What follows belongs to an exercise in optimizing a design on an open flow for small area and a short achievable clock period; a production flow would make more cautious choices.
RTL that was checked went through simulation tests only; none was proved equivalent to the original.
Only the layout flow was run in run 2; the RTL was not checked for function there.
Power is estimated from default activity; no workload was simulated.

==> flow/design.v (outline; a module is shown in full before it is edited, if it fits) <==
// module fp32_mul: 1731 lines
// module fp32_mul_fa: 10 lines
// module fp32_mul_bsel: 9 lines
// module fp32_mul_bneg: 7 lines
// module fp32_mul_ha: 9 lines
module fp32_mul(
    input wire clk,
    input wire [31:0] a,         
    input wire [31:0] b,         
    input wire [2:0] rm,         
    output reg [31:0] result,    
    output wire nv,              
    output wire of,              
    output wire uf,              
    output wire nx               
);
  // ...
==> flow/run.sh <==
#!/bin/bash
# synth_recipe.tcl (not shown) runs the flow's synth.tcl, then flattens the netlist and writes it again
# the make line also repeats each setting of config.mk as NAME=value (left out here)
make -C /OpenROAD-flow-scripts/flow DESIGN_CONFIG=/design/flow/config.mk WORK_HOME=/design/flow/orfs CLKGATE_MAP_FILE= SYNTH_SCRIPT=/design/flow/synth_recipe.tcl finish
==> flow/config.mk <==
export PLATFORM = sky130hd
export DESIGN_NAME = fp32_mul
export DESIGN_NICKNAME = fp32_mul
export VERILOG_FILES = /design/flow/design.v
export SDC_FILE = /design/flow/constraint.sdc
export NUM_CORES = 4
export LEC_CHECK = 0
export CAP_MARGIN = 20
export CORE_MARGIN = 2
export CORE_UTILIZATION = 60
export PLACE_DENSITY = 0.75
export SETUP_SLACK_MARGIN = 3.9
export SLEW_MARGIN = 20
export SYNTH_HIERARCHICAL = 1
==> flow/constraint.sdc <==
create_clock -name core_clock -period 8.2 [get_ports {clk}]
set_input_delay 1.6400 -clock core_clock [delete_from_list [all_inputs] [get_ports {clk}]]
set_output_delay 1.6400 -clock core_clock [all_outputs]
set_load 0.01 [all_outputs]
==> impl_metrics.toml, run 1 <==
[finish]
diodes = 0
multi_input_comb_area_um2 = 21200
top_regs = "tc2: 36 flops, ts2: 36 flops"
final_common_cell = "xor2_1"
design.seq.count = 250
multi_input_cells = 2336
fillers = 3429
mostFrequentLayoutCells = "xor2_1 (346), a22o_1 (303), fa_1 (269)"

[floorplanning]
rows = 76
start_util_pct = 61.1

[route]
wire_per_inst_um = 25.6

[critical_path]
cp.depth = 14
timing.rr.start = "ts2[12]"
worstPathArrival_ns = 2.78
crit_chain = "o21ai_2 -> nand2_1 -> a32o_2 -> ha_4 -> ha_4 -> nand2_4 -> nor3_4 -> and3_4 -> and3_4 -> nand3_2 -> xnor2_1 -> nor2_1 -> a21oi_1 -> buf_2"
critPathSlowestCell = "dfxtp_2"
cp_slowest_stage_delay_ns = 0.35

[synthesis]
synth_compound_area_share_pct = 24.3
ys_ff_latch = 250
yosysWarningCount = 10
synth_flop_cell = "dfxtp_1"
yosysSeqAreaShare_pct = 18.9

[power_and_ir_drop]
pg_comb_mw = 10.7
power.net_switching_mw = 7.08
top_power_group = "combinational cells"
pwr-share-seq_pct = 13.9
p_total_mw = 13.9

[grt]
grt_overflow_total = 0
grt_pass1_vias = 24900
grt_max_degree = 52
grt_usage_pct = 38.1

[placed_design]
place.gp.congestion = 1.01
hpwl_mm = 61.7

[run_status]
outcome = "finished clean"

[min_path]
min_path_cells = 0

[clock_network]
post_cts_resized = 100
htreeDepth = 1
==> inputs of run 2 (changes only) <==
--- a/flow/design.v
+++ b/flow/design.v
@@ -126,17 +126,17 @@
     wire [5:0] s1_rs = right_wins ? (right_big ? 6'd49 : sh_right[5:0]) : {1'b0, sh_left};
     wire [6:0] tz1 = {2'b0, s1_tza} + {2'b0, s1_tzb} + 7'd1;
     wire s1_sticky = (tz1 < {2'b0, sh_left}) | (right_pos & ({3'b0, tz1} < sh_right));
     wire [9:0] s1_exp_full = {1'b0, s1_esum} - (s1_one_sub ? 10'd150 - {5'b0, s1_p} : 10'd127);
     wire [7:0] s1_exp = s1_exp_full[7:0];
     wire s1_exp_le0 = s1_exp_full[9] | (s1_exp_full == 10'd0);
     wire s1_exp_ge255 = ~s1_exp_full[9] & (s1_exp_full >= 10'd255);
     wire s1_exp_eq254 = (s1_exp_full == 10'd254);
-    localparam LOW = 12;
+    localparam LOW = 20;
     wire [47:0] ts;
     wire [47:0] tc;
     wire [24:0] max1 = {ma, 1'b0};    
     wire [324:0] pp;
     wire bs0_0;
     fp32_mul_bsel u_bs0_0 (.one(bone[0]), .two(btwo[0]), .x1(ma[0]), .x2(max1[0]), .y(bs0_0));
     fp32_mul_bneg u_bn0_0 (.y(bs0_0), .neg(bneg[0]), .p(pp[0]));
     wire bs0_1;
==> flow/config.mk (replaced) <==
export PLATFORM = sky130hd
export DESIGN_NAME = fp32_mul
export DESIGN_NICKNAME = fp32_mul
export VERILOG_FILES = /design/flow/design.v
export SDC_FILE = /design/flow/constraint.sdc
export NUM_CORES = 4
export LEC_CHECK = 0
export CAP_MARGIN = 20
export CORE_MARGIN = 2
export CORE_UTILIZATION = 40
export SETUP_SLACK_MARGIN = 3.9
export SLEW_MARGIN = 20
export SYNTH_HIERARCHICAL = 1
==> impl_metrics.toml, run 2 <==
[route]
drcViolationCount = 0
via_count = 22500
dr.first_iter.drc_count = 1929
viasPerCell = 6.15
antenna_left = 0
firstDrtPassIters = 8
wl_mm = 91.8
wire_per_inst_um = 25.1

[finish]
nNetsFinal = 3241
top_regs = "tc2: 28 flops, ts2: 28 flops"
finalNonFillerCells = 3659
drive_gt1_share_pct = 16.0
diodes = 0
finalInstanceArea_um2 = 30500
syn_to_final_growth_pct = 20.1
mostFrequentLayoutCells = "xor2_1 (348), a22o_1 (300), fa_1 (248)"
final_common_cell = "xor2_1"

[power_and_ir_drop]
p_total_mw = 15.7
p_per_area_nw_per_um2 = 516
ir_drop_uv = 414
p_leak_nw = 12.6

[synthesis]
synth_area_leaders = "fa_1 (21%), dfxtp_1 (19%), xor2_1 (12%)"
ys_async_sr_fraction_pct = 0
yosysWarningCount = 10
ys_ff_latch = 242
synthTopCellsByCount = "xor2_1 (360), a22o_1 (302), fa_1 (269)"
synth_top_area_cell = "fa_1"
postSynthCellCount = 2593
synth.distinct_cells = 87
syn-mean-instance-area_um2 = 9.79
synth_edf_count = 0
synth_flop_cell = "dfxtp_1"
netlist.area_leader.share_pct = 21.2
yosysMostFrequentCell = "xor2_1"
synth_area_um2 = 25400
yosysSeqAreaShare_pct = 19.1

[placed_design]
place_inst = 3529
port_buffers = 103
place.gp.congestion = 0.909
hpwl_mm = 58.9
place_area_um2 = 27700

[timing]
hold_viol = 0
tightest_slew_ns = 0.787
max_slew_margin_pct = 47.4
finalMaxSlewViolations = 0
setup-violations-final = 0
rsz0062_at_grt = "true"
period_share_pct = 55.7
setup-tns-final_ns = 0
clock_skew_ns = 0.0138
fmax_mhz = 219
period_needed_ns = 4.56

[critical_path]
crit_chain = "nand3_1 -> or4_4 -> nor4_4 -> buf_4 -> or2_4 -> and3_4 -> nand2_1 -> xor2_1 -> nor2_1 -> nor2_1 -> o21ai_1 -> buf_2"
cp_slowest_stage_delay_ns = 0.55
critPathSlowestCell = "or4_4"
timing.rr.start = "btwo[5]"
worstPathArrival_ns = 2.92
crit_fanout = 3
crit_type = "reg -> out"
required_ns = 6.56
cp-startpoint = "s3_mant[0]"
cpMostUsedCell = "nor2_1"
cp-start-kind = "flip-flop"
end_kind = "output pin"

[clock_network]
clk_latency_ns = 0.56
clock_sinks = 242
cts_tree = "yes"
root_buffer = "clkbuf_16"
htreeDepth = 1
path_clk_slew_ns = 0.06
ctsHoldBuffers = 0
cts_buffers = 27
cts_buffer_depth = 3

[min_path]
hold_start = "s2_exp[1]"
min_path_type = "reg -> reg"

[floorplanning]
die_h_um = 256
die_area_um2 = 65500
start_util_pct = 40.3
pin_count = 104
die_x_um = 256
rows = 92
fp.coreArea_um2 = 63000

[run_status]
outcome = "finished clean"

[grt]
grt_max_degree = 61
antenna_found_initial = 1
grt_overflow_total = 0
grt_usage_pct = 26.6
grt_pass1_wl_mm = 137
grt_pass1_vias = 22900

[flow_run]
maxCapViolations = 0
-- run 2: cell families (layout without fill, tap and decap cells) --
group | after synthesis | in the layout | share of synthesized area (%)
compound gates | 774 | 774 | 22.8
simple gates | 541 | 543 | 10.4
fa+ha+maj | 378 | 378 | 26.6
buf+inv | 155 | 350 | 2.35
flops | 242 | 242 | 19.1
mux | 101 | 101 | 4.86
xor+xnor | 401 | 401 | 13.9
other cells | 1 | 24 | 0.0148
-- run 2: area by class of cell --
| cell class | instances | area (µm²) |
|---|---|---|
| Fill cell | 5800 | 32500 |
| Inverter | 75 | 282 |
| Clock inverter | 15 | 204 |
| Sequential cell | 242 | 5010 |
| Tap cell | 846 | 1060 |
| Clock buffer | 32 | 724 |
| Timing Repair Buffer | 228 | 2360 |
| Multi-Input combinational cell | 2221 | 20900 |
-- run 2: final timing paths --
check | end | slack (ns) | depth (start not counted)
max reg2reg | plo2[19] | 3.83 | 16
min reg2reg | s3_exp[1] | 0.33 | 0
min | s3_exp[1] | 0.33 | 0
max | result[29] | 3.64 | 12
-- run 2: worst max-delay path: cells and delay by family, from the launching register on --
kind	cells	cell delay (ns)
compound gates	1	0.11
flops	1	0.38
xor+xnor	1	0.14
buf+inv	2	0.33
simple gates	8	1.38
-- run 2: Yosys stat by module (local to each module, per instance) --
module	cells inside	cell area [µm²]	flops+latches	times used
fp32_mul	1707	14600	242	1
fp32_mul_fa	1	20.0	0	264
fp32_mul_ha	1	12.5	0	22
fp32_mul_bneg	1	8.76	0	300
fp32_mul_bsel	1	8.76	0	300
-- run 2: repair_timing --
action	in CTS	in global routing
endpoints found under the setup margin	73	69
hold endpoints to repair	0	0
pin swaps	41	48
setup buffers	47	26
gates cloned	4	6
resized for setup	240	122
-- run 2: through the flow --
| step | setup slack [ns] | hold WS [ns] | utilization (%) |
|---|---|---|---|
| 2_1_floorplan | 3.90 | 0.310 | - |
| 3_3_place_gp | 3.21 | 0.311 | 43.9 |
| 3_5_place_dp | 3.13 | 0.314 | 43.9 |
| 4_1_cts | 3.61 | 0.327 | 47.2 |
| 5_1_grt | 3.48 | 0.335 | 48.4 |
| 6_report | 3.64 | 0.325 | 48.4 |
-- run 2: report_power, final --
| part | switching (mW) | total [mW] | internal [mW] |
|---|---|---|---|
| Combinational | 7.02 | 12.5 | 5.51 |
| Clock | 0.499 | 1.26 | 0.761 |
| Sequential | 0.265 | 1.94 | 1.68 |
-- run 2: routing by layer --
metal	vias to the layer above	share of wire, %	GRT usage, %
li1	9869	-	-
met1	11100	40	34.1
met2	1201	46	44.4
met3	305	8.5	4.89
met4	0	4.9	10.2
met5	-	0	0

## static timing again, ports no longer ideal
How much do the figures lean on ideal ports? The routed layouts below were timed once more, with nothing changed but the port constraints.
Step 1, drivers: a clkbuf_16 drives clk and a buf_2 each remaining input, both assumed.
Step 2 adds t to the input delays and takes it off the output delays; t is the mean of the earliest and latest rising clock arrival at the registers after step 1. Input paths then give back, and output paths get back, about the clock's delay inside the block.
a / b / c = ideal ports / drivers / drivers and shift; a / b = the first two.
run | t (ns) | setup slack, ns | latest minus earliest clock arrival (ns) | worst register clock-pin slew, ns
run 1 | 0.615 | 3.780 / 3.722 / 3.517 | 0.017 / 0.017 | 0.07 / 0.07
run 2 | 0.609 | 3.636 / 3.580 / 3.477 | 0.016 / 0.017 | 0.07 / 0.07
After both steps setup and hold are still met in every run listed. The setup slack of run 1, which loses most, moves by -0.058 ns with the drivers and by -0.263 ns with both steps.
